Source: an optimization exercise on an open RTL-to-GDS flow (aim: small area and few clock cycles). Production flows keep margins and buffers that such runs may drop.
Only simulation tests tie the RTL to the original design; equivalence was not proved.
Power and IR drop assume default switching activity.

$ cat design/flow/design.v
`timescale 1ns / 1ps
module PipelineDeliver #(
  parameter WIDTH = 1
) (
  input                     clk,
  input                     rst,
  input                     stall_current_stage,
  input                     stall_next_stage,
  input       [WIDTH - 1:0] in,
  output  reg [WIDTH - 1:0] out
);
  always @(posedge clk) begin
    if (rst) begin
      out <= 0;
    end
    else if (stall_current_stage && !stall_next_stage) begin
      out <= 0;
    end
    else if (!stall_current_stage) begin
      out <= in;
    end
  end
endmodule  
`timescale 1ns / 1ps
module PipelineController(
  input   request_from_id,
  input   request_from_ex,
  input   stall_all,
  output  stall_pc,
  output  stall_if,
  output  stall_id,
  output  stall_ex,
  output  stall_mem,
  output  stall_wb
);
  reg[5:0] stall;
  assign {stall_wb, stall_mem, stall_ex,
          stall_id, stall_if, stall_pc} = stall;
  always @(*) begin
    if (stall_all) begin
      stall <= 6'b111111;
    end
    else if (request_from_id) begin
      stall <= 6'b000111;
    end
    else if (request_from_ex) begin
      stall <= 6'b000111;
    end
    else begin
      stall <= 6'b000000;
    end
  end
endmodule  
`timescale 1ns / 1ps
module RegFile(
  input                       clk,
  input                       rst,
  input                       read_en_1,
  input       [4:0] read_addr_1,
  output  reg [31:0]     read_data_1,
  input                       read_en_2,
  input       [4:0] read_addr_2,
  output  reg [31:0]     read_data_2,
  input                       write_en,
  input       [4:0] write_addr,
  input       [31:0]     write_data
);
  reg[31:0] registers[0:31];
  integer i;
  always @(posedge clk) begin
    if (rst) begin
      for (i = 0; i < 32; i = i + 1) begin
        registers[i] <= 0;
      end
    end
    else if (write_en && |write_addr) begin
      registers[write_addr] <= write_data;
    end
  end
  always @(*) begin
    if (rst) begin
      read_data_1 <= 0;
    end
    else if (read_addr_1 == write_addr && write_en && read_en_1) begin
      read_data_1 <= write_data;
    end
    else if (read_en_1) begin
      read_data_1 <= registers[read_addr_1];
    end
    else begin
      read_data_1 <= 0;
    end
  end
  always @(*) begin
    if (rst) begin
      read_data_2 <= 0;
    end
    else if (read_addr_2 == write_addr && write_en && read_en_2) begin
      read_data_2 <= write_data;
    end
    else if (read_en_2) begin
      read_data_2 <= registers[read_addr_2];
    end
    else begin
      read_data_2 <= 0;
    end
  end
endmodule  
`timescale 1ns / 1ps
module RegReadProxy(
  input                       read_en_1,
  input                       read_en_2,
  input       [4:0] read_addr_1,
  input       [4:0] read_addr_2,
  input       [31:0]     data_1_from_reg,
  input       [31:0]     data_2_from_reg,
  input                       ex_load_flag,
  input                       reg_write_en_from_ex,
  input       [4:0] reg_write_addr_from_ex,
  input       [31:0]     data_from_ex,
  input                       mem_load_flag,
  input                       reg_write_en_from_mem,
  input       [4:0] reg_write_addr_from_mem,
  input       [31:0]     data_from_mem,
  output                      load_related_1,
  output                      load_related_2,
  output  reg [31:0]     read_data_1,
  output  reg [31:0]     read_data_2
);
  assign load_related_1 =
      (ex_load_flag && read_en_1 && read_addr_1 == reg_write_addr_from_ex) ||
      (mem_load_flag && read_en_1 && read_addr_1 == reg_write_addr_from_mem);
  assign load_related_2 =
      (ex_load_flag && read_en_2 && read_addr_2 == reg_write_addr_from_ex) ||
      (mem_load_flag && read_en_2 && read_addr_2 == reg_write_addr_from_mem);
  always @(*) begin
    if (read_en_1) begin
      if (reg_write_en_from_ex &&
          read_addr_1 == reg_write_addr_from_ex) begin
        read_data_1 <= data_from_ex;
      end
      else if (reg_write_en_from_mem &&
          read_addr_1 == reg_write_addr_from_mem) begin
        read_data_1 <= data_from_mem;
      end
      else begin
        read_data_1 <= data_1_from_reg;
      end
    end
    else begin
      read_data_1 <= 0;
    end
  end
  always @(*) begin
    if (read_en_2) begin
      if (reg_write_en_from_ex &&
          read_addr_2 == reg_write_addr_from_ex) begin
        read_data_2 <= data_from_ex;
      end
      else if (reg_write_en_from_mem &&
          read_addr_2 == reg_write_addr_from_mem) begin
        read_data_2 <= data_from_mem;
      end
      else begin
        read_data_2 <= data_2_from_reg;
      end
    end
    else begin
      read_data_2 <= 0;
    end
  end
endmodule  
`timescale 1ns / 1ps
module HILO(
  input clk,
  input rst,
  input write_en,
  input        [31:0] hi_i,
  input        [31:0] lo_i,
  output  wire [31:0] hi_o,
  output  wire [31:0] lo_o
);
  reg [31:0] hi;
  reg [31:0] lo;
  assign hi_o = hi;
  assign lo_o = lo;
  always @(posedge clk) begin
    if(rst) begin
      hi <= 0;
      lo <= 0;
    end else if (write_en) begin
      hi <= hi_i;
      lo <= lo_i;
    end
  end
endmodule
`timescale 1ns / 1ps
module HILOReadProxy(
  input       mem_hilo_write_en, 
  input       wb_hilo_write_en, 
  input       [31:0] hi_i,
  input       [31:0] lo_i,
  input       [31:0] mem_hi_i,
  input       [31:0] mem_lo_i,
  input       [31:0] wb_hi_i,
  input       [31:0] wb_lo_i,
  output  wire [31:0] hi_o,
  output  wire [31:0] lo_o
);
  assign hi_o = mem_hilo_write_en ? mem_hi_i :
                wb_hilo_write_en ? wb_hi_i :
                hi_i;
  assign lo_o = mem_hilo_write_en ? mem_lo_i :
                wb_hilo_write_en ? wb_lo_i :
                lo_i;
endmodule
`timescale 1ns / 1ps
module PC(
  input                       clk,
  input                       rst,
  input                       stall_pc,
  input                       branch_flag,
  input       [31:0]     branch_addr,
  output  reg [31:0]     pc,
  output  reg                 rom_en,
  output      [31:0]     rom_addr
);
  reg[31:0] next_pc;
  assign rom_addr = next_pc;
  always @(*) begin
    if (!stall_pc) begin
      if (branch_flag) begin
        next_pc <= branch_addr;
      end
      else begin
        next_pc <= pc + 4;
      end
    end
    else begin
      next_pc <= pc;
    end
  end
  always @(posedge clk) begin
    rom_en <= !rst;
  end
  always @(posedge clk) begin
    if (!rom_en) begin
      pc <= 32'hbfc00000 - 4;
    end
    else if (!stall_pc) begin
      pc <= next_pc;
    end
  end
endmodule  
`timescale 1ns / 1ps
module IFID(
  input               clk,
  input               rst,
  input               stall_current_stage,
  input               stall_next_stage,
  input   [31:0] addr_in,
  input   [31:0] inst_in,
  output  [31:0] addr_out,
  output  [31:0] inst_out
);
  PipelineDeliver #(32) ff_addr(
    clk, rst,
    stall_current_stage, stall_next_stage,
    addr_in, addr_out
  );
  PipelineDeliver #(32) ff_inst(
    clk, rst,
    stall_current_stage, stall_next_stage,
    inst_in, inst_out
  );
endmodule  
`timescale 1ns / 1ps
module RegGen(
  input       [5:0]  op,
  input       [4:0] rs,
  input       [4:0] rt,
  input       [4:0] rd,
  output  reg                 reg_read_en_1,
  output  reg                 reg_read_en_2,
  output  reg [4:0] reg_addr_1,
  output  reg [4:0] reg_addr_2,
  output  reg                 reg_write_en,
  output  reg [4:0] reg_write_addr
);
  always @(*) begin
    case (op)
      6'b000111,6'b000001,
      6'b001001,6'b001101,
      6'b001010, 6'b001011,
      6'b100000, 6'b100011, 6'b100100, 6'b100001, 6'b100101: begin
        reg_read_en_1 <= 1;
        reg_read_en_2 <= 0;
        reg_addr_1 <= rs;
        reg_addr_2 <= 0;
      end
      6'b000100, 6'b000101,
      6'b001100,
      6'b101000, 6'b101011, 6'b101001,
      6'b000000: begin
        reg_read_en_1 <= 1;
        reg_read_en_2 <= 1;
        reg_addr_1 <= rs;
        reg_addr_2 <= rt;
      end
      default: begin   
        reg_read_en_1 <= 0;
        reg_read_en_2 <= 0;
        reg_addr_1 <= 0;
        reg_addr_2 <= 0;
      end
    endcase
  end
  always @(*) begin
    case (op)
      6'b001001, 6'b001111,
      6'b001010, 6'b001011: begin
        reg_write_en <= 1;
        reg_write_addr <= rt;
      end
      6'b000000: begin
        reg_write_en <= 1;
        reg_write_addr <= rd;
      end
      6'b000011: begin
        reg_write_en <= 1;
        reg_write_addr <= 31;    
      end
      6'b100000, 6'b100100, 6'b100011, 6'b001100, 6'b001101, 6'b100001, 6'b100101: begin
        reg_write_en <= 1;
        reg_write_addr <= rt;
      end
      default: begin
        reg_write_en <= 0;
        reg_write_addr <= 0;
      end
    endcase
  end
endmodule  
`timescale 1ns / 1ps
module FunctGen(
  input       [5:0]  op,
  input       [5:0]    funct_in,
  output  reg [5:0]    funct
);
  always @(*) begin
    case (op)
      6'b000000: funct <= funct_in;
      6'b001010: funct <= 6'b101010;   
      6'b001011: funct <= 6'b101011;  
      6'b001111: funct <= 6'b100101;
      6'b100000, 6'b100100, 6'b100011, 6'b100101,
      6'b101000, 6'b101011, 6'b001001,6'b100001, 6'b101001: funct <= 6'b100001;
      6'b000011: funct <= 6'b100101;
      6'b001100:funct <= 6'b100100;
      6'b001101:funct <= 6'b100101;
      default: funct <= 6'b111111;
    endcase
  end
endmodule  
`timescale 1ns / 1ps
module OperandGen(
  input       [31:0]       addr,
  input       [5:0]    op,
  input       [5:0]      funct,
  input       [15:0]  imm,
  input       [31:0]       reg_data_1,
  input       [31:0]       reg_data_2,
  output  reg [31:0]       operand_1,
  output  reg [31:0]       operand_2
);
  wire[31:0] link_addr = addr + 8;
  wire[31:0] zero_ext_imm_hi = {imm, 16'b0};
  wire[31:0] sign_ext_imm = {{16{imm[15]}}, imm};
  wire[31:0] zero_ext_imm = {16'b0, imm};
  always @(*) begin
    case (op)
      6'b001001, 6'b001111,
      6'b001010, 6'b001011,
      6'b100000, 6'b100011, 6'b100100, 6'b101000, 6'b101011, 6'b001100,6'b001101,6'b100001, 6'b101001, 6'b100101: begin
        operand_1 <= reg_data_1;
      end
      6'b000000: begin
        operand_1 <= funct == 6'b001001 ? link_addr : reg_data_1;
      end
      6'b000011: begin
        operand_1 <= link_addr;
      end
      default: begin
        operand_1 <= 0;
      end
    endcase
  end
  always @(*) begin
    case (op)
      6'b001111: begin
        operand_2 <= zero_ext_imm_hi;
      end
      6'b001001,
      6'b001010, 6'b001011,
      6'b100000, 6'b100011, 6'b100100, 6'b101000, 6'b101011,6'b100001, 6'b101001, 6'b100101: begin
        operand_2 <= sign_ext_imm;
      end
      6'b001100,6'b001101: begin
        operand_2 <= zero_ext_imm;
      end
      6'b000000: begin
        operand_2 <= reg_data_2;
      end
      default: begin
        operand_2 <= 0;
      end
    endcase
  end
endmodule  
`timescale 1ns / 1ps
module BranchGen(
  input       [31:0]     addr,
  input       [31:0]     inst,
  input       [5:0]  op,
  input       [5:0]    funct,
  input       [31:0]     reg_data_1,
  input       [31:0]     reg_data_2,
  output  reg                 branch_flag,
  output  reg [31:0]     branch_addr
);
  wire[31:0] addr_plus_4 = addr + 4;
  wire[25:0] jump_addr = inst[25:0];
  wire[31:0] sign_ext_imm_sll2 = {{14{inst[15]}}, inst[15:0], 2'b00};
  always @(*) begin
    case (op)
      6'b000011: begin
        branch_flag <= 1;
        branch_addr <= {addr_plus_4[31:28], jump_addr, 2'b00};
      end
      6'b000111: begin
        if ($signed(reg_data_1) > 0) begin
          branch_flag <= 1;
          branch_addr <= addr_plus_4 + sign_ext_imm_sll2;
        end
        else begin
          branch_flag <= 0;
          branch_addr <= 0;
        end
      end
      6'b000001: begin
        if ($signed(reg_data_1) < 0) begin
          branch_flag <= 1;
          branch_addr <= addr_plus_4 + sign_ext_imm_sll2;
        end
        else begin
          branch_flag <= 0;
          branch_addr <= 0;
        end
      end
      6'b000000: begin
        if (funct == 6'b001001) begin
          branch_flag <= 1;
          branch_addr <= reg_data_1;
        end
        else if (funct == 6'b001000) begin
           branch_flag <= 1;
           branch_addr <= reg_data_1;
        end
        else begin
          branch_flag <= 0;
          branch_addr <= 0;
        end
      end
      6'b000100: begin
        if (reg_data_1 == reg_data_2) begin
          branch_flag <= 1;
          branch_addr <= addr_plus_4 + sign_ext_imm_sll2;
        end
        else begin
          branch_flag <= 0;
          branch_addr <= 0;
        end
      end
      6'b000101: begin
        if (reg_data_1 != reg_data_2) begin
          branch_flag <= 1;
          branch_addr <= addr_plus_4 + sign_ext_imm_sll2;
        end
        else begin
          branch_flag <= 0;
          branch_addr <= 0;
        end
      end
      default: begin
        branch_flag <= 0;
        branch_addr <= 0;
      end
    endcase
  end
endmodule  
`timescale 1ns / 1ps
module MemGen(
  input       [5:0]  op,
  input       [31:0]     reg_data_2,
  output  reg                 mem_read_flag,
  output  reg                 mem_write_flag,
  output  reg                 mem_sign_ext_flag,
  output  reg [3:0]  mem_sel,
  output  reg [31:0]     mem_write_data
);
  always @(*) begin
    case (op)
      6'b101000, 6'b101011, 6'b101001: mem_write_flag <= 1;
      default: mem_write_flag <= 0;
    endcase
  end
  always @(*) begin
    case (op)
      6'b100000, 6'b100100, 6'b100011, 6'b100001, 6'b100101: mem_read_flag <= 1;
      default: mem_read_flag <= 0;
    endcase
  end
  always @(*) begin
    case (op)
      6'b100000, 6'b100011,6'b100001: mem_sign_ext_flag <= 1;
      default: mem_sign_ext_flag <= 0;
    endcase
  end
  always @(*) begin
    case (op)
      6'b100000, 6'b100100, 6'b101000: mem_sel <= 4'b0001;
      6'b100011, 6'b101011: mem_sel <= 4'b1111;
	    6'b101001, 6'b100101, 6'b100001: mem_sel <= 4'b0011;
      default: mem_sel <= 4'b0000;
    endcase
  end
  always @(*) begin
    case (op)
      6'b101000, 6'b101011, 6'b101001: mem_write_data <= reg_data_2;
      default: mem_write_data <= 0;
    endcase
  end
endmodule  
`timescale 1ns / 1ps
module ID(
  input   [31:0]     addr,
  input   [31:0]     inst,
  input                   load_related_1,
  input                   load_related_2,
  output                  reg_read_en_1,
  output  [4:0] reg_addr_1,
  input   [31:0]     reg_data_1,
  output                  reg_read_en_2,
  output  [4:0] reg_addr_2,
  input   [31:0]     reg_data_2,
  output                  stall_request,
  output                  branch_flag,
  output  [31:0]     branch_addr,
  output  [5:0]    funct,
  output  [4:0]    shamt,
  output  [31:0]     operand_1,
  output  [31:0]     operand_2,
  output                  mem_read_flag,
  output                  mem_write_flag,
  output                  mem_sign_ext_flag,
  output  [3:0]  mem_sel,
  output  [31:0]     mem_write_data,
  output                  reg_write_en,
  output  [4:0] reg_write_addr,
  output  [31:0]     current_pc_addr
);
  wire[5:0]    inst_op     = inst[31:26];
  wire[4:0]   inst_rs     = inst[25:21];
  wire[4:0]   inst_rt     = inst[20:16];
  wire[4:0]   inst_rd     = inst[15:11];
  wire[4:0]      inst_shamt  = inst[10:6];
  wire[5:0]      inst_funct  = inst[5:0];
  wire[15:0]  inst_imm    = inst[15:0];
  assign shamt = inst_shamt;
  assign stall_request = load_related_1 || load_related_2;
  assign current_pc_addr = addr;
  RegGen reg_gen(
    .op             (inst_op),
    .rs             (inst_rs),
    .rt             (inst_rt),
    .rd             (inst_rd),
    .reg_read_en_1  (reg_read_en_1),
    .reg_read_en_2  (reg_read_en_2),
    .reg_addr_1     (reg_addr_1),
    .reg_addr_2     (reg_addr_2),
    .reg_write_en   (reg_write_en),
    .reg_write_addr (reg_write_addr)
  );
  FunctGen funct_gen(
    .op       (inst_op),
    .funct_in (inst_funct),
    .funct    (funct)
  );
  OperandGen operand_gen(
    .addr       (addr),
    .op         (inst_op),
    .funct      (inst_funct),
    .imm        (inst_imm),
    .reg_data_1 (reg_data_1),
    .reg_data_2 (reg_data_2),
    .operand_1  (operand_1),
    .operand_2  (operand_2)
  );
  BranchGen branch_gen(
    .addr         (addr),
    .inst         (inst),
    .op           (inst_op),
    .funct        (inst_funct),
    .reg_data_1   (reg_data_1),
    .reg_data_2   (reg_data_2),
    .branch_flag  (branch_flag),
    .branch_addr  (branch_addr)
  );
  MemGen mem_gen(
    .op                 (inst_op),
    .reg_data_2         (reg_data_2),
    .mem_read_flag      (mem_read_flag),
    .mem_write_flag     (mem_write_flag),
    .mem_sign_ext_flag  (mem_sign_ext_flag),
    .mem_sel            (mem_sel),
    .mem_write_data     (mem_write_data)
  );
endmodule  
`timescale 1ns / 1ps
module IDEX(
  input                   clk,
  input                   rst,
  input                   stall_current_stage,
  input                   stall_next_stage,
  input   [5:0]    funct_in,
  input   [4:0]    shamt_in,
  input   [31:0]     operand_1_in,
  input   [31:0]     operand_2_in,
  input                   mem_read_flag_in,
  input                   mem_write_flag_in,
  input                   mem_sign_ext_flag_in,
  input   [3:0]  mem_sel_in,
  input   [31:0]     mem_write_data_in,
  input                   reg_write_en_in,
  input   [4:0] reg_write_addr_in,
  input   [31:0]     current_pc_addr_in,
  output  [5:0]    funct_out,
  output  [4:0]    shamt_out,
  output  [31:0]     operand_1_out,
  output  [31:0]     operand_2_out,
  output                  mem_read_flag_out,
  output                  mem_write_flag_out,
  output                  mem_sign_ext_flag_out,
  output  [3:0]  mem_sel_out,
  output  [31:0]     mem_write_data_out,
  output                  reg_write_en_out,
  output  [4:0] reg_write_addr_out,
  output  [31:0]     current_pc_addr_out
);
  PipelineDeliver #(6) ff_funct(
    clk, rst,
    stall_current_stage, stall_next_stage,
    funct_in, funct_out
  );
  PipelineDeliver #(5) ff_shamt(
    clk, rst,
    stall_current_stage, stall_next_stage,
    shamt_in, shamt_out
  );
  PipelineDeliver #(32) ff_operand_1(
    clk, rst,
    stall_current_stage, stall_next_stage,
    operand_1_in, operand_1_out
  );
  PipelineDeliver #(32) ff_operand_2(
    clk, rst,
    stall_current_stage, stall_next_stage,
    operand_2_in, operand_2_out
  );
  PipelineDeliver #(1) ff_mem_read_flag(
    clk, rst,
    stall_current_stage, stall_next_stage,
    mem_read_flag_in, mem_read_flag_out
  );
  PipelineDeliver #(1) ff_mem_write_flag(
    clk, rst,
    stall_current_stage, stall_next_stage,
    mem_write_flag_in, mem_write_flag_out
  );
  PipelineDeliver #(1) ff_mem_sign_ext_flag(
    clk, rst,
    stall_current_stage, stall_next_stage,
    mem_sign_ext_flag_in, mem_sign_ext_flag_out
  );
  PipelineDeliver #(4) ff_mem_sel(
    clk, rst,
    stall_current_stage, stall_next_stage,
    mem_sel_in, mem_sel_out
  );
  PipelineDeliver #(32) ff_mem_write_data(
    clk, rst,
    stall_current_stage, stall_next_stage,
    mem_write_data_in, mem_write_data_out
  );
  PipelineDeliver #(1) ff_reg_write_en(
    clk, rst,
    stall_current_stage, stall_next_stage,
    reg_write_en_in, reg_write_en_out
  );
  PipelineDeliver #(5) ff_reg_write_addr(
    clk, rst,
    stall_current_stage, stall_next_stage,
    reg_write_addr_in, reg_write_addr_out
  );
  PipelineDeliver #(32) ff_current_pc_addr(
    clk, rst,
    stall_current_stage, stall_next_stage,
    current_pc_addr_in, current_pc_addr_out
  );
endmodule  
`timescale 1ns / 1ps
module EX(
  input       [5:0]    funct,
  input       [4:0]    shamt,
  input       [31:0]     operand_1,
  input       [31:0]     operand_2,
  input                       mem_read_flag_in,
  input                       mem_write_flag_in,
  input                       mem_sign_ext_flag_in,
  input       [3:0]  mem_sel_in,
  input       [31:0]     mem_write_data_in,
  input                       reg_write_en_in,
  input       [4:0] reg_write_addr_in,
  input       [31:0]     current_pc_addr_in,
  output                      ex_load_flag,
  output                      mem_read_flag_out,
  output                      mem_write_flag_out,
  output                      mem_sign_ext_flag_out,
  output      [3:0]  mem_sel_out,
  output      [31:0]     mem_write_data_out,
  output  reg [31:0]     result,
  output                      reg_write_en_out,
  output      [4:0] reg_write_addr_out,
  output      [31:0]     current_pc_addr_out,
  input       [31:0]     hi_in,
  input       [31:0]     lo_in,
  output  reg [31:0]     hi_out,
  output  reg [31:0]     lo_out,
  output  reg                 hilo_write_en
);
  assign ex_load_flag = mem_read_flag_in;
  assign mem_read_flag_out = mem_read_flag_in;
  assign mem_write_flag_out = mem_write_flag_in;
  assign mem_sign_ext_flag_out = mem_sign_ext_flag_in;
  assign mem_sel_out = mem_sel_in;
  assign mem_write_data_out = mem_write_data_in;
  assign reg_write_en_out = reg_write_en_in && !mem_write_flag_in;
  assign reg_write_addr_out = reg_write_addr_in;
  assign current_pc_addr_out = current_pc_addr_in;
  wire[31:0] operand_2_mux =
      (funct == 6'b100011 || funct == 6'b101010)
        ? (~operand_2) + 1 : operand_2;
  wire[31:0] result_sum = operand_1 + operand_2_mux;
  wire operand_1_lt_operand_2 = funct == 6'b101010 ?
        ((operand_1[31] && !operand_2[31]) ||
          (!operand_1[31] && !operand_2[31] && result_sum[31]) ||
          (operand_1[31] && operand_2[31] && result_sum[31]))
      : (operand_1 < operand_2);
  always @(*) begin
    case (funct)
      6'b001001, 6'b100101: result <= operand_1 | operand_2;
      6'b100100: result <= operand_1 & operand_2;
      6'b100110: result <= operand_1 ^ operand_2;
      6'b101010, 6'b101011: result <= {31'b0, operand_1_lt_operand_2};
      6'b100001, 6'b100011,6'b100000: result <= result_sum;
      6'b010000: result <= hi_in;
      6'b010010: result <= lo_in;
      6'b000000: result <= operand_2 << shamt;
      6'b000100: result <= operand_2 << operand_1[4:0];
      6'b000110: result <= operand_2 >> operand_1[4:0];
      6'b000111: result <= ({32{operand_2[31]}} << (6'd32 - {1'b0, operand_1[4:0]})) | operand_2 >> operand_1[4:0];
      6'b000010: result <= operand_2 >> shamt;  
      6'b000011: result <= ({32{operand_2[31]}} << (6'd32 - {1'b0, shamt})) | operand_2 >> shamt;  
      default: result <= 0;
    endcase
  end
  always @(*) begin
    case (funct)
    6'b010001: begin
      hilo_write_en <= 1;
      hi_out <= operand_1;
      lo_out <= lo_in;
    end
    6'b010011: begin
      hilo_write_en <= 1;
      hi_out <= hi_in;
      lo_out <= operand_1;
    end
    default: begin
      hilo_write_en <= 0;
      hi_out <= hi_in;
      lo_out <= lo_in;
    end
    endcase
  end
endmodule  
`timescale 1ns / 1ps
module EXMEM(
  input                   clk,
  input                   rst,
  input                   stall_current_stage,
  input                   stall_next_stage,
  input                   mem_read_flag_in,
  input                   mem_write_flag_in,
  input                   mem_sign_ext_flag_in,
  input   [3:0]  mem_sel_in,
  input   [31:0]     mem_write_data_in,
  input   [31:0]     result_in,
  input                   reg_write_en_in,
  input   [4:0] reg_write_addr_in,
  input   [31:0]     current_pc_addr_in,
  input                   hilo_write_en_in,
  input   [31:0]     hi_in,
  input   [31:0]     lo_in,
  output                  mem_read_flag_out,
  output                  mem_write_flag_out,
  output                  mem_sign_ext_flag_out,
  output  [3:0]  mem_sel_out,
  output  [31:0]     mem_write_data_out,
  output  [31:0]     result_out,
  output                  reg_write_en_out,
  output  [4:0] reg_write_addr_out,
  output  [31:0]     current_pc_addr_out,
  output                  hilo_write_en_out,
  output  [31:0]     hi_out,
  output  [31:0]     lo_out
);
  PipelineDeliver #(1) ff_mem_read_flag(
    clk, rst,
    stall_current_stage, stall_next_stage,
    mem_read_flag_in, mem_read_flag_out
  );
  PipelineDeliver #(1) ff_mem_write_flag(
    clk, rst,
    stall_current_stage, stall_next_stage,
    mem_write_flag_in, mem_write_flag_out
  );
  PipelineDeliver #(1) ff_mem_sign_ext_flag(
    clk, rst,
    stall_current_stage, stall_next_stage,
    mem_sign_ext_flag_in, mem_sign_ext_flag_out
  );
  PipelineDeliver #(4) ff_mem_sel(
    clk, rst,
    stall_current_stage, stall_next_stage,
    mem_sel_in, mem_sel_out
  );
  PipelineDeliver #(32) ff_mem_write_data(
    clk, rst,
    stall_current_stage, stall_next_stage,
    mem_write_data_in, mem_write_data_out
  );
  PipelineDeliver #(32) ff_result(
    clk, rst,
    stall_current_stage, stall_next_stage,
    result_in, result_out
  );
  PipelineDeliver #(1) ff_reg_write_en(
    clk, rst,
    stall_current_stage, stall_next_stage,
    reg_write_en_in, reg_write_en_out
  );
  PipelineDeliver #(5) ff_reg_write_addr(
    clk, rst,
    stall_current_stage, stall_next_stage,
    reg_write_addr_in, reg_write_addr_out
  );
  PipelineDeliver #(32) ff_current_pc_addr(
    clk, rst,
    stall_current_stage, stall_next_stage,
    current_pc_addr_in, current_pc_addr_out
  );
  PipelineDeliver #(1) ff_hilo_write_en(
    clk, rst,
    stall_current_stage, stall_next_stage,
    hilo_write_en_in, hilo_write_en_out
  );
  PipelineDeliver #(32) ff_hi(
    clk, rst,
    stall_current_stage, stall_next_stage,
    hi_in, hi_out
  );
  PipelineDeliver #(32) ff_lo(
    clk, rst,
    stall_current_stage, stall_next_stage,
    lo_in, lo_out
  );
endmodule  
`timescale 1ns / 1ps
module MEM(
  input                       mem_read_flag_in,
  input                       mem_write_flag_in,
  input                       mem_sign_ext_flag_in,
  input       [3:0]  mem_sel_in,
  input       [31:0]     mem_write_data,
  input       [31:0]     result_in,
  input                       reg_write_en_in,
  input       [4:0] reg_write_addr_in,
  input       [31:0]     current_pc_addr_in,
  input                       hilo_write_en_in,
  input       [31:0]     hi_in,
  input       [31:0]     lo_in,
  output                      ram_en,
  output      [3:0]  ram_write_en,
  output      [31:0]     ram_addr,
  output  reg [31:0]     ram_write_data,
  output                      mem_load_flag,
  output                      mem_read_flag_out,
  output                      mem_write_flag_out,
  output                      mem_sign_ext_flag_out,
  output      [3:0]  mem_sel_out,
  output      [31:0]     result_out,
  output                      reg_write_en_out,
  output      [4:0] reg_write_addr_out,
  output      [31:0]     current_pc_addr_out,
  output                      hilo_write_en_out,
  output      [31:0]     hi_out,
  output      [31:0]     lo_out
);
  reg[3:0] ram_write_sel;
  assign mem_load_flag = mem_read_flag_in;
  assign mem_read_flag_out = mem_read_flag_in;
  assign mem_write_flag_out = mem_write_flag_in;
  assign mem_sign_ext_flag_out = mem_sign_ext_flag_in;
  assign mem_sel_out = mem_sel_in;
  assign result_out = result_in;
  assign reg_write_en_out = reg_write_en_in;
  assign reg_write_addr_out = reg_write_addr_in;
  assign current_pc_addr_out = current_pc_addr_in;
  wire[31:0] address = result_in;
  assign hilo_write_en_out = hilo_write_en_in;
  assign hi_out = hi_in;
  assign lo_out = lo_in;
  assign ram_en = mem_write_flag_in || mem_read_flag_in;
  assign ram_write_en = mem_write_flag_in ? ram_write_sel : 0;
  assign ram_addr = mem_write_flag_in || mem_read_flag_in
      ? {address[31:2], 2'b00} : 0;
  always @(*) begin
    if (mem_write_flag_in) begin
      if (mem_sel_in == 4'b0001) begin    
        case (address[1:0])
          2'b00: ram_write_sel <= 4'b0001;
          2'b01: ram_write_sel <= 4'b0010;
          2'b10: ram_write_sel <= 4'b0100;
          2'b11: ram_write_sel <= 4'b1000;
          default: ram_write_sel <= 4'b0000;
        endcase
      end
      else if (mem_sel_in == 4'b0011) begin    
        case (address[1:0])
          2'b00: ram_write_sel <= 4'b0011;
          2'b10: ram_write_sel <= 4'b1100; 
          default: ram_write_sel <= 4'b0000;
        endcase
      end
      else if (mem_sel_in == 4'b1111) begin    
        case (address[1:0])
          2'b00: ram_write_sel <= 4'b1111;
          default: ram_write_sel <= 4'b0000;
        endcase
      end
      else begin
        ram_write_sel <= 4'b0000;
      end
    end
    else begin
      ram_write_sel <= 4'b0000;
    end
  end
  always @(*) begin
    if (mem_write_flag_in) begin
      if (mem_sel_in == 4'b0001) begin
        case (address[1:0])
          2'b00: ram_write_data <= mem_write_data;
          2'b01: ram_write_data <= mem_write_data << 8;
          2'b10: ram_write_data <= mem_write_data << 16;
          2'b11: ram_write_data <= mem_write_data << 24;
        endcase
      end
      else if (mem_sel_in == 4'b0011) begin
        case (address[1:0])
          2'b00: ram_write_data <= mem_write_data;
          2'b10: ram_write_data <= mem_write_data << 16;
          default: ram_write_data <= 0;
        endcase
      end
      else if (mem_sel_in == 4'b1111) begin
        case (address[1:0])
          2'b00: ram_write_data <= mem_write_data;
          default: ram_write_data <= 0;
        endcase
      end
      else begin
        ram_write_data <= 0;
      end
    end
    else begin
      ram_write_data <= 0;
    end
  end
endmodule  
`timescale 1ns / 1ps
module MEMWB(
  input                   clk,
  input                   rst,
  input                   stall_current_stage,
  input                   stall_next_stage,
  input   [31:0]     ram_read_data_in,
  input                   mem_read_flag_in,
  input                   mem_write_flag_in,
  input                   mem_sign_ext_flag_in,
  input   [3:0]  mem_sel_in,
  input   [31:0]     result_in,
  input                   reg_write_en_in,
  input   [4:0] reg_write_addr_in,
  input   [31:0]     current_pc_addr_in,
  input                   hilo_write_en_in,
  input   [31:0]     hi_in,
  input   [31:0]     lo_in,
  output  [31:0]     ram_read_data_out,
  output                  mem_read_flag_out,
  output                  mem_write_flag_out,
  output                  mem_sign_ext_flag_out,
  output  [3:0]  mem_sel_out,
  output  [31:0]     result_out,
  output                  reg_write_en_out,
  output  [4:0] reg_write_addr_out,
  output  [31:0]     current_pc_addr_out,
  output                  hilo_write_en_out,
  output  [31:0]     hi_out,
  output  [31:0]     lo_out
);
  PipelineDeliver #(32) ff_ram_read_data(
    clk, rst,
    stall_current_stage, stall_next_stage,
    ram_read_data_in, ram_read_data_out
  );
  PipelineDeliver #(1) ff_mem_read_flag(
    clk, rst,
    stall_current_stage, stall_next_stage,
    mem_read_flag_in, mem_read_flag_out
  );
  PipelineDeliver #(1) ff_mem_write_flag(
    clk, rst,
    stall_current_stage, stall_next_stage,
    mem_write_flag_in, mem_write_flag_out
  );
  PipelineDeliver #(1) ff_mem_sign_ext_flag(
    clk, rst,
    stall_current_stage, stall_next_stage,
    mem_sign_ext_flag_in, mem_sign_ext_flag_out
  );
  PipelineDeliver #(4) ff_mem_sel(
    clk, rst,
    stall_current_stage, stall_next_stage,
    mem_sel_in, mem_sel_out
  );
  PipelineDeliver #(32) ff_result(
    clk, rst,
    stall_current_stage, stall_next_stage,
    result_in, result_out
  );
  PipelineDeliver #(1) ff_reg_write_en(
    clk, rst,
    stall_current_stage, stall_next_stage,
    reg_write_en_in, reg_write_en_out
  );
  PipelineDeliver #(5) ff_reg_write_addr(
    clk, rst,
    stall_current_stage, stall_next_stage,
    reg_write_addr_in, reg_write_addr_out
  );
  PipelineDeliver #(32) ff_current_pc_addr(
    clk, rst,
    stall_current_stage, stall_next_stage,
    current_pc_addr_in, current_pc_addr_out
  );
  PipelineDeliver #(1) ff_hilo_write_en(
    clk, rst,
    stall_current_stage, stall_next_stage,
    hilo_write_en_in, hilo_write_en_out
  );
  PipelineDeliver #(32) ff_hi(
    clk, rst,
    stall_current_stage, stall_next_stage,
    hi_in, hi_out
  );
  PipelineDeliver #(32) ff_lo(
    clk, rst,
    stall_current_stage, stall_next_stage,
    lo_in, lo_out
  );
endmodule  
`timescale 1ns / 1ps
module WB(
  input       [31:0]     ram_read_data,
  input                       mem_read_flag,
  input                       mem_write_flag,
  input                       mem_sign_ext_flag,
  input       [3:0]  mem_sel,
  input       [31:0]     result_in,
  input                       reg_write_en_in,
  input       [4:0] reg_write_addr_in,
  input       [31:0]     current_pc_addr_in,
  output  reg [31:0]     result_out,
  output                      reg_write_en_out,
  output      [4:0] reg_write_addr_out,
  output                      debug_reg_write_en,
  output      [31:0]     debug_pc_addr_out
);
  assign reg_write_en_out = reg_write_en_in;
  assign reg_write_addr_out = reg_write_addr_in;
  assign debug_reg_write_en = reg_write_en_out;
  assign debug_pc_addr_out = current_pc_addr_in;
  wire[31:0] address = result_in;
  always @(*) begin
    if (mem_read_flag) begin
      if (mem_sel == 4'b0001) begin
        case(address[1:0])
          2'b00: result_out <= mem_sign_ext_flag ? {{24{ram_read_data[7]}}, ram_read_data[7:0]} : {24'b0, ram_read_data[7:0]};
          2'b01: result_out <= mem_sign_ext_flag ? {{24{ram_read_data[15]}}, ram_read_data[15:8]} : {24'b0, ram_read_data[15:8]};
          2'b10: result_out <= mem_sign_ext_flag ? {{24{ram_read_data[23]}}, ram_read_data[23:16]} : {24'b0, ram_read_data[23:16]};
          2'b11: result_out <= mem_sign_ext_flag ? {{24{ram_read_data[31]}}, ram_read_data[31:24]} : {24'b0, ram_read_data[31:24]};
        endcase
      end
      else if (mem_sel == 4'b0011) begin
        case (address[1:0])
          2'b00: result_out <= mem_sign_ext_flag ? {{16{ram_read_data[15]}}, ram_read_data[15:0]} : {16'b0, ram_read_data[15:0]};  
          2'b10: result_out <= mem_sign_ext_flag ? {{16{ram_read_data[31]}}, ram_read_data[31:16]} : {16'b0, ram_read_data[31:16]};
          default: result_out <= 0;
        endcase
      end
      else if (mem_sel == 4'b1111) begin
        case (address[1:0])
          2'b00: result_out <= ram_read_data;
          default: result_out <= 0;
        endcase
      end
      else begin
        result_out <= 0;
      end
    end
    else if (mem_write_flag) begin
      result_out <= 0;
    end
    else begin
      result_out <= result_in;
    end
  end
endmodule  
`timescale 1ns / 1ps
module Core(
  input                   clk,
  input                   rst,
  output                  rom_en,
  output  [31:0]     rom_addr,
  input   [31:0]     rom_read_data,
  output                  ram_en,
  output  [3:0]  ram_write_en,
  output  [31:0]     ram_addr,
  input   [31:0]     ram_read_data,
  output  [31:0]     ram_write_data,
  output                  debug_reg_write_en,
  output  [4:0] debug_reg_write_addr,
  output  [31:0]     debug_reg_write_data,
  output  [31:0]     debug_pc_addr
);
  wire stall_pc_conn, stall_if_conn, stall_id_conn,
       stall_ex_conn, stall_mem_conn, stall_wb_conn;
  wire pc_branch_flag;
  wire[31:0] pc_branch_addr, pc_pc, ifid_addr;
  wire[31:0] ifid_inst;
  PC pc_stage(
    .clk            (clk),
    .rst            (rst),
    .stall_pc       (stall_pc_conn),
    .branch_flag    (pc_branch_flag),
    .branch_addr    (pc_branch_addr),
    .pc             (pc_pc),
    .rom_en         (rom_en),
    .rom_addr       (rom_addr)
  );
  IFID ifid(
    .clk                  (clk),
    .rst                  (rst),
    .stall_current_stage  (stall_if_conn),
    .stall_next_stage     (stall_id_conn),
    .addr_in              (pc_pc),
    .inst_in              (rom_read_data),
    .addr_out             (ifid_addr),
    .inst_out             (ifid_inst)
  );
  wire id_load_related_1, id_load_related_2;
  wire id_reg_read_en_1, id_reg_read_en_2;
  wire[4:0] id_reg_addr_1, id_reg_addr_2;
  wire[31:0] id_reg_data_1, id_reg_data_2;
  wire id_stall_request;
  wire[5:0] id_funct, idex_funct;
  wire[4:0] id_shamt, idex_shamt;
  wire[31:0] id_operand_1, id_operand_2;
  wire[31:0] idex_operand_1, idex_operand_2;
  wire id_mem_read_flag, id_mem_write_flag, id_mem_sign_ext_flag;
  wire idex_mem_read_flag, idex_mem_write_flag, idex_mem_sign_ext_flag;
  wire[3:0] id_mem_sel, idex_mem_sel;
  wire[31:0] id_mem_write_data, idex_mem_write_data;
  wire id_reg_write_en, idex_reg_write_en;
  wire[4:0] id_reg_write_addr, idex_reg_write_addr;
  wire[31:0] id_current_pc_addr, idex_current_pc_addr;
  ID id_stage(
    .addr               (ifid_addr),
    .inst               (ifid_inst),
    .load_related_1     (id_load_related_1),
    .load_related_2     (id_load_related_2),
    .reg_read_en_1      (id_reg_read_en_1),
    .reg_addr_1         (id_reg_addr_1),
    .reg_data_1         (id_reg_data_1),
    .reg_read_en_2      (id_reg_read_en_2),
    .reg_addr_2         (id_reg_addr_2),
    .reg_data_2         (id_reg_data_2),
    .stall_request      (id_stall_request),
    .branch_flag        (pc_branch_flag),
    .branch_addr        (pc_branch_addr),
    .funct              (id_funct),
    .shamt              (id_shamt),
    .operand_1          (id_operand_1),
    .operand_2          (id_operand_2),
    .mem_read_flag      (id_mem_read_flag),
    .mem_write_flag     (id_mem_write_flag),
    .mem_sign_ext_flag  (id_mem_sign_ext_flag),
    .mem_sel            (id_mem_sel),
    .mem_write_data     (id_mem_write_data),
    .reg_write_en       (id_reg_write_en),
    .reg_write_addr     (id_reg_write_addr),
    .current_pc_addr    (id_current_pc_addr)
  );
  IDEX idex(
    .clk                    (clk),
    .rst                    (rst),
    .stall_current_stage    (stall_id_conn),
    .stall_next_stage       (stall_ex_conn),
    .funct_in               (id_funct),
    .shamt_in               (id_shamt),
    .operand_1_in           (id_operand_1),
    .operand_2_in           (id_operand_2),
    .mem_read_flag_in       (id_mem_read_flag),
    .mem_write_flag_in      (id_mem_write_flag),
    .mem_sign_ext_flag_in   (id_mem_sign_ext_flag),
    .mem_sel_in             (id_mem_sel),
    .mem_write_data_in      (id_mem_write_data),
    .reg_write_en_in        (id_reg_write_en),
    .reg_write_addr_in      (id_reg_write_addr),
    .current_pc_addr_in     (id_current_pc_addr),
    .funct_out              (idex_funct),
    .shamt_out              (idex_shamt),
    .operand_1_out          (idex_operand_1),
    .operand_2_out          (idex_operand_2),
    .mem_read_flag_out      (idex_mem_read_flag),
    .mem_write_flag_out     (idex_mem_write_flag),
    .mem_sign_ext_flag_out  (idex_mem_sign_ext_flag),
    .mem_sel_out            (idex_mem_sel),
    .mem_write_data_out     (idex_mem_write_data),
    .reg_write_en_out       (idex_reg_write_en),
    .reg_write_addr_out     (idex_reg_write_addr),
    .current_pc_addr_out    (idex_current_pc_addr)
  );
  wire ex_ex_load_flag;
  wire ex_mem_read_flag, ex_mem_write_flag, ex_mem_sign_ext_flag;
  wire exmem_mem_read_flag, exmem_mem_write_flag, exmem_mem_sign_ext_flag;
  wire[3:0] ex_mem_sel, exmem_mem_sel;
  wire[31:0] ex_mem_write_data, ex_result;
  wire[31:0] exmem_mem_write_data, exmem_result;
  wire ex_reg_write_en, exmem_reg_write_en;
  wire[4:0] ex_reg_write_addr, exmem_reg_write_addr;
  wire[31:0] ex_current_pc_addr, exmem_current_pc_addr;
  wire [31:0] hilo_rp_hi, hilo_rp_lo, ex_hi, ex_lo, exmem_hi, exmem_lo;
  wire ex_hilo_write_en, exmem_hilo_write_en;
  EX ex_stage(
    .funct                  (idex_funct),
    .shamt                  (idex_shamt),
    .operand_1              (idex_operand_1),
    .operand_2              (idex_operand_2),
    .mem_read_flag_in       (idex_mem_read_flag),
    .mem_write_flag_in      (idex_mem_write_flag),
    .mem_sign_ext_flag_in   (idex_mem_sign_ext_flag),
    .mem_sel_in             (idex_mem_sel),
    .mem_write_data_in      (idex_mem_write_data),
    .reg_write_en_in        (idex_reg_write_en),
    .reg_write_addr_in      (idex_reg_write_addr),
    .current_pc_addr_in     (idex_current_pc_addr),
    .hi_in                  (hilo_rp_hi),
    .lo_in                  (hilo_rp_lo),
    .ex_load_flag           (ex_ex_load_flag),
    .mem_read_flag_out      (ex_mem_read_flag),
    .mem_write_flag_out     (ex_mem_write_flag),
    .mem_sign_ext_flag_out  (ex_mem_sign_ext_flag),
    .mem_sel_out            (ex_mem_sel),
    .mem_write_data_out     (ex_mem_write_data),
    .result                 (ex_result),
    .reg_write_en_out       (ex_reg_write_en),
    .reg_write_addr_out     (ex_reg_write_addr),
    .current_pc_addr_out    (ex_current_pc_addr),
    .hilo_write_en          (ex_hilo_write_en),
    .hi_out                 (ex_hi),
    .lo_out                 (ex_lo)
  );
  EXMEM exmem(
    .clk                    (clk),
    .rst                    (rst),
    .stall_current_stage    (stall_ex_conn),
    .stall_next_stage       (stall_mem_conn),
    .mem_read_flag_in       (ex_mem_read_flag),
    .mem_write_flag_in      (ex_mem_write_flag),
    .mem_sign_ext_flag_in   (ex_mem_sign_ext_flag),
    .mem_sel_in             (ex_mem_sel),
    .mem_write_data_in      (ex_mem_write_data),
    .result_in              (ex_result),
    .reg_write_en_in        (ex_reg_write_en),
    .reg_write_addr_in      (ex_reg_write_addr),
    .current_pc_addr_in     (ex_current_pc_addr),
    .hilo_write_en_in       (ex_hilo_write_en),
    .hi_in                  (ex_hi),
    .lo_in                  (ex_lo),
    .mem_read_flag_out      (exmem_mem_read_flag),
    .mem_write_flag_out     (exmem_mem_write_flag),
    .mem_sign_ext_flag_out  (exmem_mem_sign_ext_flag),
    .mem_sel_out            (exmem_mem_sel),
    .mem_write_data_out     (exmem_mem_write_data),
    .result_out             (exmem_result),
    .reg_write_en_out       (exmem_reg_write_en),
    .reg_write_addr_out     (exmem_reg_write_addr),
    .current_pc_addr_out    (exmem_current_pc_addr),
    .hilo_write_en_out      (exmem_hilo_write_en),
    .hi_out                 (exmem_hi),
    .lo_out                 (exmem_lo)
  );
  wire mem_mem_load_flag;
  wire mem_mem_read_flag, mem_mem_write_flag, mem_mem_sign_ext_flag;
  wire memwb_mem_read_flag, memwb_mem_write_flag, memwb_mem_sign_ext_flag;
  wire[3:0] mem_mem_sel, memwb_mem_sel;
  wire[31:0] mem_result, memwb_result, memwb_ram_read_data;
  wire mem_reg_write_en, memwb_reg_write_en;
  wire[4:0] mem_reg_write_addr, memwb_reg_write_addr;
  wire[31:0] mem_current_pc_addr, memwb_current_pc_addr;
  wire [31:0] mem_hi, mem_lo, memwb_hi, memwb_lo;
  wire mem_hilo_write_en, memwb_hilo_write_en;
  MEM mem_stage(
    .mem_read_flag_in       (exmem_mem_read_flag),
    .mem_write_flag_in      (exmem_mem_write_flag),
    .mem_sign_ext_flag_in   (exmem_mem_sign_ext_flag),
    .mem_sel_in             (exmem_mem_sel),
    .mem_write_data         (exmem_mem_write_data),
    .result_in              (exmem_result),
    .reg_write_en_in        (exmem_reg_write_en),
    .reg_write_addr_in      (exmem_reg_write_addr),
    .current_pc_addr_in     (exmem_current_pc_addr),
    .hilo_write_en_in       (exmem_hilo_write_en),
    .hi_in                  (exmem_hi),
    .lo_in                  (exmem_lo),
    .ram_en                 (ram_en),
    .ram_write_en           (ram_write_en),
    .ram_addr               (ram_addr),
    .ram_write_data         (ram_write_data),
    .mem_load_flag          (mem_mem_load_flag),
    .mem_read_flag_out      (mem_mem_read_flag),
    .mem_write_flag_out     (mem_mem_write_flag),
    .mem_sign_ext_flag_out  (mem_mem_sign_ext_flag),
    .mem_sel_out            (mem_mem_sel),
    .result_out             (mem_result),
    .reg_write_en_out       (mem_reg_write_en),
    .reg_write_addr_out     (mem_reg_write_addr),
    .current_pc_addr_out    (mem_current_pc_addr),
    .hilo_write_en_out      (mem_hilo_write_en),
    .hi_out                 (mem_hi),
    .lo_out                 (mem_lo)
  );
  MEMWB memwb(
    .clk                    (clk),
    .rst                    (rst),
    .stall_current_stage    (stall_mem_conn),
    .stall_next_stage       (stall_wb_conn),
    .ram_read_data_in       (ram_read_data),
    .mem_read_flag_in       (mem_mem_read_flag),
    .mem_write_flag_in      (mem_mem_write_flag),
    .mem_sign_ext_flag_in   (mem_mem_sign_ext_flag),
    .mem_sel_in             (mem_mem_sel),
    .result_in              (mem_result),
    .reg_write_en_in        (mem_reg_write_en),
    .reg_write_addr_in      (mem_reg_write_addr),
    .current_pc_addr_in     (mem_current_pc_addr),
    .hilo_write_en_in       (mem_hilo_write_en),
    .hi_in                  (mem_hi),
    .lo_in                  (mem_lo),
    .ram_read_data_out      (memwb_ram_read_data),
    .mem_read_flag_out      (memwb_mem_read_flag),
    .mem_write_flag_out     (memwb_mem_write_flag),
    .mem_sign_ext_flag_out  (memwb_mem_sign_ext_flag),
    .mem_sel_out            (memwb_mem_sel),
    .result_out             (memwb_result),
    .reg_write_en_out       (memwb_reg_write_en),
    .reg_write_addr_out     (memwb_reg_write_addr),
    .current_pc_addr_out    (memwb_current_pc_addr),
    .hilo_write_en_out      (memwb_hilo_write_en),
    .hi_out                 (memwb_hi),
    .lo_out                 (memwb_lo)
  );
  wire[31:0] wb_result;
  wire wb_reg_write_en;
  wire[4:0] wb_reg_write_addr;
  assign debug_reg_write_addr = wb_reg_write_addr;
  assign debug_reg_write_data = wb_result;
  wire wb_hilo_write_en = memwb_hilo_write_en;
  wire[31:0] wb_hi = memwb_hi;
  wire[31:0] wb_lo = memwb_lo;
  WB wb_stage(
    .ram_read_data      (memwb_ram_read_data),
    .mem_read_flag      (memwb_mem_read_flag),
    .mem_write_flag     (memwb_mem_write_flag),
    .mem_sign_ext_flag  (memwb_mem_sign_ext_flag),
    .mem_sel            (memwb_mem_sel),
    .result_in          (memwb_result),
    .reg_write_en_in    (memwb_reg_write_en),
    .reg_write_addr_in  (memwb_reg_write_addr),
    .current_pc_addr_in (memwb_current_pc_addr),
    .result_out         (wb_result),
    .reg_write_en_out   (wb_reg_write_en),
    .reg_write_addr_out (wb_reg_write_addr),
    .debug_reg_write_en (debug_reg_write_en),
    .debug_pc_addr_out  (debug_pc_addr)
  );
  wire[31:0] regfile_read_data_1, regfile_read_data_2;
  RegFile regfile(
    .clk          (clk),
    .rst          (rst),
    .read_en_1    (id_reg_read_en_1),
    .read_addr_1  (id_reg_addr_1),
    .read_data_1  (regfile_read_data_1),
    .read_en_2    (id_reg_read_en_2),
    .read_addr_2  (id_reg_addr_2),
    .read_data_2  (regfile_read_data_2),
    .write_en     (wb_reg_write_en),
    .write_addr   (wb_reg_write_addr),
    .write_data   (wb_result)
  );
  RegReadProxy reg_read_proxy(
    .read_en_1                (id_reg_read_en_1),
    .read_en_2                (id_reg_read_en_2),
    .read_addr_1              (id_reg_addr_1),
    .read_addr_2              (id_reg_addr_2),
    .data_1_from_reg          (regfile_read_data_1),
    .data_2_from_reg          (regfile_read_data_2),
    .ex_load_flag             (ex_ex_load_flag),
    .reg_write_en_from_ex     (ex_reg_write_en),
    .reg_write_addr_from_ex   (ex_reg_write_addr),
    .data_from_ex             (ex_result),
    .mem_load_flag            (mem_mem_load_flag),
    .reg_write_en_from_mem    (mem_reg_write_en),
    .reg_write_addr_from_mem  (mem_reg_write_addr),
    .data_from_mem            (mem_result),
    .load_related_1           (id_load_related_1),
    .load_related_2           (id_load_related_2),
    .read_data_1              (id_reg_data_1),
    .read_data_2              (id_reg_data_2)
  );
  PipelineController pipeline_controller(
    .request_from_id  (id_stall_request),
    .request_from_ex  (1'b0),
    .stall_all        (1'b0),
    .stall_pc         (stall_pc_conn),
    .stall_if         (stall_if_conn),
    .stall_id         (stall_id_conn),
    .stall_ex         (stall_ex_conn),
    .stall_mem        (stall_mem_conn),
    .stall_wb         (stall_wb_conn)
  );
  wire[31:0] hilo_hi, hilo_lo;
  HILO  u_HILO(
    .clk                     (clk),
    .rst                     (rst),
    .write_en                (wb_hilo_write_en),
    .hi_i                    (wb_hi),
    .lo_i                    (wb_lo),
    .hi_o                    (hilo_hi),
    .lo_o                    (hilo_lo)
  );
  HILOReadProxy  u_HILOReadProxy(
    .hi_i                    (hilo_hi),
    .lo_i                    (hilo_lo ),
    .mem_hilo_write_en       (mem_hilo_write_en),
    .mem_hi_i                (mem_hi ),
    .mem_lo_i                (mem_lo),
    .wb_hilo_write_en        (wb_hilo_write_en),
    .wb_hi_i                 (wb_hi),
    .wb_lo_i                 (wb_lo),
    .hi_o                    (hilo_rp_hi),
    .lo_o                    (hilo_rp_lo)
  );
endmodule  
$ cat design/flow/run.sh
#!/bin/bash
# synth_recipe.tcl (not shown) runs the flow's synth.tcl, then flattens the netlist and writes it again
# the make line also repeats each setting of config.mk as NAME=value (left out here)
make -C /OpenROAD-flow-scripts/flow DESIGN_CONFIG=/design/flow/config.mk WORK_HOME=/design/flow/orfs CLKGATE_MAP_FILE= SYNTH_SCRIPT=/design/flow/synth_recipe.tcl finish
$ cat design/flow/config.mk
export PLATFORM = sky130hd
export DESIGN_NAME = Core
export DESIGN_NICKNAME = Core
export VERILOG_FILES = /design/flow/design.v
export SDC_FILE = /design/flow/constraint.sdc
export NUM_CORES = 8
export LEC_CHECK = 0
export CAP_MARGIN = 20
export CORE_MARGIN = 2
export CORE_UTILIZATION = 40
export SLEW_MARGIN = 20
$ cat design/flow/constraint.sdc
create_clock -name core_clock -period 15.0 [get_ports {clk}]
set_input_delay 3.0000 -clock core_clock [delete_from_list [all_inputs] [get_ports {clk}]]
set_output_delay 3.0000 -clock core_clock [all_outputs]
set_load 0.01 [all_outputs]
==> results.sh <==
export IMPL_pwr_share_seq_pct=39.8
export IMPL_synth_edf_count=1024
export IMPL_combPwrFrac_pct=23.7
export IMPL_whs_endpoint="exmem.ff_mem_write_data.out[12]"
export IMPL_drt_initial_drc_count=19000
export IMPL_clockBufferDepth=3
export IMPL_die_height_um=502
export IMPL_overflow=0
export IMPL_powerDensity_mw_per_mm2=117
export IMPL_yosysMostFrequentCell="nor2_1"
export IMPL_whs_ns=0.405
export IMPL_cp_max_fo=12
export IMPL_slew_violations=0
export IMPL_hold_path_depth=1
export IMPL_synth_seq_cells=1682
export IMPL_wl_per_cell_um=46.2
export IMPL_worst_pin_slew_ns=1.41
export IMPL_netlist_area_leader_share_pct=31.0
export IMPL_rsz0062_at_grt="no"
export IMPL_nets=10900
export IMPL_grt_usage_pct=51.1
export IMPL_crit_top_cell="nor4_1"
export IMPL_crit_arrival_ns=11.11
export IMPL_start_util_pct=40.3
export IMPL_end_kind="primary output"
export IMPL_num_io_pins=238
export IMPL_hp_start="idex.ff_mem_write_data.out[12]"
export IMPL_portBuffers=235
export IMPL_ys_seq_area_share_pct=44.3
export IMPL_yosys_area_share_adder_pct=2.10
export IMPL_rr_endpoint="pc_stage.pc[0]"
export IMPL_synthCells=10600
export IMPL_fp_dieW_um=502
export IMPL_internal_power_mw=8.67
export IMPL_grt_pass1_vias=92000
export IMPL_ff2ff_setup_slack_ns=5.12
export IMPL_grt_first_pass_wirelength_um=867000
export IMPL_drive_gt1_share_pct=13.9
export IMPL_fillers=23400
export IMPL_period_needed_ns=14.11
export IMPL_clock_latency_ns=0.94
export IMPL_core_area_mm2=0.246
export IMPL_drt_pass1_iterations=14
export IMPL_dieArea_mm2=0.252
export IMPL_h_tree_depth=4
export IMPL_p_sw_mw=4.71
export IMPL_async_reset_ff_share_pct=0
export IMPL_cp_slowest_stage_delay_ns=0.83
export IMPL_synth_ff_type="edfxtp_1"
export IMPL_clkTransAtPathRegs_ns=0.06
export IMPL_p_leak_nw=40.0
export IMPL_vias=102000
export IMPL_timing_rr_start="idex.ff_operand_2.out[2]"
export IMPL_clock_skew_ns=0.122
export IMPL_synth_top_family_by_area="compound AO/OA/AOI/OAI gates"
export IMPL_worstPathRequired_ns=12.00
export IMPL_start_kind="flip-flop"
export IMPL_synth_area_top_cells="edfxtp_1, dfxtp_1, nor2_1"
export IMPL_via_per_inst=7.17
export IMPL_gp_congestion=1.18
export IMPL_status="finished clean"
export IMPL_fin_tns_setup_ns=0
export IMPL_slowest_stage="nor4_1"
export IMPL_maxSlewHeadroom_pct=6.17
export IMPL_ys_types=112
export IMPL_synthXorXnorAreaFrac_pct=1.55
export IMPL_netlist_area_mm2=0.0992
export IMPL_clock_sinks=1682
export IMPL_finalWirelength_um=657000
export IMPL_max_freq_ghz=0.0709
export IMPL_switching_share_pct=35.2
export IMPL_area_delta_synth_final_pct=14.9
export IMPL_dp_hpwl_um=463000
export IMPL_cts_repair_resized=0
export IMPL_post_route_drc_count=0
export IMPL_p_clk_share_pct=36.5
export IMPL_synth_compound_area_share_pct=18.9
export IMPL_ys_warn_count=18
export IMPL_cts_tree="done"
export IMPL_ctsHoldBuffers=0
export IMPL_cap_viol_max_count=0
export IMPL_hold_violations=0
export IMPL_antenna_found_initial=134
export IMPL_fin_crit_sh_pct=94.0
export IMPL_crit_type="flip-flop to primary output"
export IMPL_finalSetupViolations=0
export IMPL_postCtsSetupBuffers=0
export IMPL_ir_worst_vdd_v=0.000107
export IMPL_reg2reg_depth=30
export IMPL_root_buffer="clkbuf_16"
export IMPL_synth_mux_area_share_pct=10.6
export IMPL_rows=182
export IMPL_synth_simple_gate_area_share_pct=17.7
export IMPL_min_delay_path_class="flip-flop to flip-flop"
export IMPL_grt_max_degree=182
export IMPL_detail_route_antenna_nets=0
export IMPL_cts_made_buffers=190
export IMPL_synth_top_area_cell="edfxtp_1"
export IMPL_synth_avg_cell_area_um2=9.34
export IMPL_synth_common_cells="nor2_1, edfxtp_1, nand2_1, a21oi_1, clkbuf_1"
## how the worst max path moves through the flow
stage	from	endpoint	slack, ns
global route	idex.ff_operand_2.out[2]	rom_addr[27]	0.61
global placement	idex.ff_operand_2.out[2]	rom_addr[27]	1.89
CTS	idex.ff_operand_2.out[2]	rom_addr[27]	1.32
floorplan	rst	rom_addr[15]	5.27
finish	idex.ff_operand_2.out[2]	rom_addr[29]	0.89
detailed placement	idex.ff_operand_2.out[2]	rom_addr[27]	2.21
## per-layer routing
metal	vias to the layer above	global-route usage, %	share of wire [%]
li1	39200	-	-
met1	49500	55.7	33
met2	9923	71.6	41
met3	3251	23.6	14
met4	70	50.1	12
met5	-	5.58	0.26
## power by group through the flow
stage,logic [mW],registers [mW],clock network [mW]
6_report,3.18,5.32,4.89
5_1_grt,3.13,5.33,5.04
4_1_cts,2.88,5.31,4.87
3_5_place_dp,2.86,5.40,0
3_3_place_gp,2.88,5.40,0
2_1_floorplan,1.48,5.26,0
## logic make-up after synthesis
group	after synthesis
and+or+nand+nor	3833
AOI/OAI and AO/OA	2767
DFF	1682
buffers and inverters	1191
muxes	800
xor gates and xnor gates	175
adders and majority gates	165
other	1
## flip-flops by register name, indices dropped and copies added, names as in the netlist, 6 cells and up
name and flops:
exmem.ff_current_pc_addr.out 32, exmem.ff_hi.out 32, exmem.ff_lo.out 32, exmem.ff_mem_write_data.out 32
exmem.ff_result.out 32, idex.ff_current_pc_addr.out 32, idex.ff_funct.out 6, idex.ff_mem_write_data.out 32
idex.ff_operand_1.out 32, idex.ff_operand_2.out 32, ifid.ff_addr.out 32, ifid.ff_inst.out 32
memwb.ff_current_pc_addr.out 32, memwb.ff_hi.out 32, memwb.ff_lo.out 32, memwb.ff_ram_read_data.out 32
memwb.ff_result.out 32, pc_stage.pc 32, regfile.registers 1024, u_HILO.hi 32
u_HILO.lo 32
## through the flow
step           power, mW  setup WS (ns)  cell area (µm²)  util, %  instances
3_3_place_gp        8.28           1.89           106000     43.3      13700
4_1_cts             13.0           1.32           113000     45.9      14100
5_1_grt             13.5          0.608           114000     46.2      14200
3_5_place_dp        8.27           2.21           107000     43.3      13700
6_report            13.4          0.893           114000     46.3      14200
2_1_floorplan       6.74           5.27            99300        -      10600
## cell usage in the layout (no fill, tap or decap), types with 134 or more instances in the layout
cell	count
nor2_1	1728
edfxtp_1	1024
nand2_1	777
a21oi_1	712
dfxtp_1	639
buf_4	531
mux2i_1	450
o21ai_0	411
nor2b_1	356
clkdlybuf4s50_1	234
inv_1	194
clkbuf_16	194
mux4_2	187
o22ai_1	165
ha_1	163
mux2_2	162
nand3_1	161
a211oi_1	159
nor3_1	150
a22oi_1	146
o211ai_1	134
## critical path, delay by kind of cell, from the launching register on
kind                     cells  cell delay [ns]
AND/OR/NAND/NOR             11             3.77
buffers and inverters        4             1.17
XOR/XNOR                     2             0.37
flip-flops                   1             0.30
AO/OA/AOI/OAI               11             4.23
adder cells (fa/ha/maj)      1             0.42
## layout make-up
| class | instances | area, µm² | share of cell area [%] |
|---|---|---|---|
| clock buffer | 249 | 5200 | 4.57 |
| inverter | 201 | 761 | 0.668 |
| clock inverter | 108 | 1230 | 1.08 |
| antenna | 103 | 258 | 0.226 |
| timing repair buffer | 797 | 6770 | 5.94 |
| sequential | 1682 | 44000 | 38.6 |
| multi-input combinational | 7774 | 51600 | 45.3 |
| tap | 3312 | 4140 | 3.64 |
Testbench counts, summed over its fixed seeds: cycles 125,386.

port drivers added, routing unchanged:
Ports are ideal in the flow. The routed layout listed here was re-timed in OpenROAD. Step 1 assumes that a clkbuf_16 drives the clock port and a buf_2 every other input. Step 2 adds t to the input delays and takes it off the output delays; t is the mean of the earliest and latest rising clock arrival at the registers after step 1. Input paths then give back, and output paths get back, about the clock's delay inside the block. Slacks: ideal / step 1 / step 2; pairs: ideal / step 1.
t, ns: 1.002
setup slack, ns: 0.893 / 0.775 / 1.553
worst setup path at the end: input to output
After both steps setup and hold are still met in this run. The setup slack of this run moves by -0.118 ns with the drivers and by +0.660 ns with both steps.
